Background: an optimization exercise with open tools, aiming at small area, a short achievable clock period and few clock cycles. Do not read the settings as production practice. Only simulation tests tie the RTL to the original design; equivalence was not proved. Power and IR drop assume default switching activity.

Setup of run 1:
// systolic_4x4
module systolic_4x4 (
    input logic go,
    input logic clk,
    input logic reset,
    output logic done,
    output logic [4:0] t0_addr0,
    input logic [31:0] t0_read_data,
    output logic [4:0] t1_addr0,
    input logic [31:0] t1_read_data,
    output logic [4:0] t2_addr0,
    input logic [31:0] t2_read_data,
    output logic [4:0] t3_addr0,
    input logic [31:0] t3_read_data,
    output logic [4:0] l0_addr0,
    input logic [31:0] l0_read_data,
    output logic [4:0] l1_addr0,
    input logic [31:0] l1_read_data,
    output logic [4:0] l2_addr0,
    input logic [31:0] l2_read_data,
    output logic [4:0] l3_addr0,
    input logic [31:0] l3_read_data,
    output logic [4:0] out_mem_addr0,
    output logic [4:0] out_mem_addr1,
    output logic [31:0] out_mem_write_data,
    output logic out_mem_write_en
);
Size: ~1300 flip-flops, roughly 340 I/O pins, ~79000 sq um of cells after synthesis.
clock: 10.0 ns
lec_check: 0
abc_area: 1
cap_margin: 20
core_margin: 2
core_utilization: 50
cts_cluster_diameter: 100
cts_cluster_size: 20
place_density: 0.6
slew_margin: 20
standard.sh (not shown) runs the stock make flow with config.mk's settings and CLKGATE_MAP_FILE= SYNTH_SCRIPT=/design/flow/synth_recipe.tcl, a recipe that flattens the netlist after the stock synthesis.
==> flow/flow/run.sh <==
#!/bin/bash
# The standard layout, with timing repair aiming for a setup slack of
# MARGIN ns at the design's clock period (so the repair works on paths the
# 10 ns constraint alone would leave untouched), and the port buffers made
# with buf_2 cells.
set -euo pipefail
MARGIN=6.9
bash standard.sh SETUP_SLACK_MARGIN=$MARGIN \
  "BUFFER_PORTS_ARGS=-buffer_cell sky130_fd_sc_hd__buf_2" finish > standard_finish.log 2>&1
Testbench counts of run 1, summed over its fixed seeds: cycles 3,456.
Input changes introduced in run 2 (baseline for comparison: run 1):
- CTS_CLUSTER_DIAMETER no longer set, was 100
- CTS_CLUSTER_SIZE no longer set, was 20
==> flow/flow/run.sh <==
#!/bin/bash
# The standard layout, with timing repair aiming for a setup slack of
# MARGIN ns at the design's clock period (so the repair works on paths the
# 10 ns constraint alone would leave untouched).
set -euo pipefail
MARGIN=6.8
bash standard.sh SETUP_SLACK_MARGIN=$MARGIN finish > standard_finish.log 2>&1
==> run notes <==
Initial antenna violation count is higher on run 2
As of run 2, post-detailed-routing wire length had risen slightly compared to run 1.
Total global routing track utilization across run 2 and run 1: no real change.
Internal cell power was lower in the run labelled run 1.
Looking at run 2 and run 1, the area of all sequential standard cells is a wash.
Relative to run 1, the power measured on run 2 has increased by a little under 10%.
Between run 2 and run 1, the difference in maximum number of pins on one net before global-route repair is negligible.
Cmp run 2 vs run 1: final antenna diode count higher in run 2
Proportion of power drawn by combinational gates ends up lower on run 2.
Run 2 has clock transition at the register clock pins on the worst setup and hold paths after CTS below what run 1 had.
In run 2 the final cell count without fillers turned out 180 higher than in run 1.
Inputs modified between run 2 and run 3:
- CTS_CLUSTER_SIZE now 20, previously not set
- CORE_UTILIZATION now 45, was 50
- PLACE_DENSITY now 0.5, was 0.6
- CTS_CLUSTER_DIAMETER now 100, previously not set
==> flow/flow/run.sh <==
#!/bin/bash
# The standard layout, with timing repair aiming for a setup slack of
# MARGIN ns at the design's clock period (so the repair works on paths the
# 10 ns constraint alone would leave untouched), and the port buffers made
# with buf_2 cells.
set -euo pipefail
MARGIN=6.9
bash standard.sh SETUP_SLACK_MARGIN=$MARGIN \
  "BUFFER_PORTS_ARGS=-buffer_cell sky130_fd_sc_hd__buf_2" finish > standard_finish.log 2>&1
Results
Run 3: share of the clock period used by the worst path lower than run 2
Against run 2, run 3 comes in 6.9 points lower on clock power share.
Taking run 2 as the reference, in run 3 worst hold margin saw an increase; post-detailed-route DRC marker count saw little to no change.
The run showing the smaller total power consumption of the routed design is run 3.
Compared with run 2, run 3 degrades wire length of the first global-routing pass.
The inputs of run 4 differ from those of run 3 as listed below.
- PLACE_DENSITY changed from 0.5 to 0.6
- CORE_UTILIZATION changed from 45 to 50
diff --git a/flow/flow/run.sh b/flow/flow/run.sh
--- a/flow/flow/run.sh
+++ b/flow/flow/run.sh
@@ -6,3 +6,3 @@
 set -euo pipefail
-MARGIN=6.9
+MARGIN=6.75
 bash standard.sh SETUP_SLACK_MARGIN=$MARGIN \
### Flow results
Comparing run 3 against run 4, there is no change at all in total number of cells along the worst setup path. Run 4 vs. run 3: total power went down by 3.0%. Normalized max-slew margin, run 3 and run 4: larger value in run 3. In run 4, proportion of power drawn by combinational gates is lower than in run 3. Compared with run 3, in run 4 power in sequential cells lower; first-pass GRT wire length lower; maximum number of pins on one net before global-route repair roughly the same.

separate check: timing with driven ports:
How much do the figures lean on ideal ports? The routed layouts below were timed once more, with nothing changed but the port constraints. Step 1 sets driving cells, clkbuf_16 on the clock port and buf_2 on the other inputs (assumed; they add their load-dependent delay and slew). Step 2 also shifts input and output timing later by t, the mid clock arrival at the registers, as if the neighbouring blocks saw the same clock. Slacks: no drivers / after step 1 / after step 2; pairs: no drivers / after step 1.
run | shift t [ns] | setup WS [ns] | worst hold slack (ns) | worst setup path after step 2
run 1 | 0.813 | 6.653 / 6.566 / 6.317 | 0.361 / 0.361 / 0.361 | input to register
run 2 | 0.883 | 6.594 / 6.504 / 6.063 | 0.353 / 0.353 / 0.353 | input to register
run 3 | 0.846 | 6.672 / 6.585 / 6.371 | 0.359 / 0.359 / 0.359 | input to register
run 4 | 0.810 | 6.659 / 6.571 / 6.106 | 0.361 / 0.361 / 0.361 | input to register
After both steps every run listed still meets setup and hold. The setup slack of run 4, which loses most, moves by -0.088 ns with the drivers and by -0.553 ns with both steps.
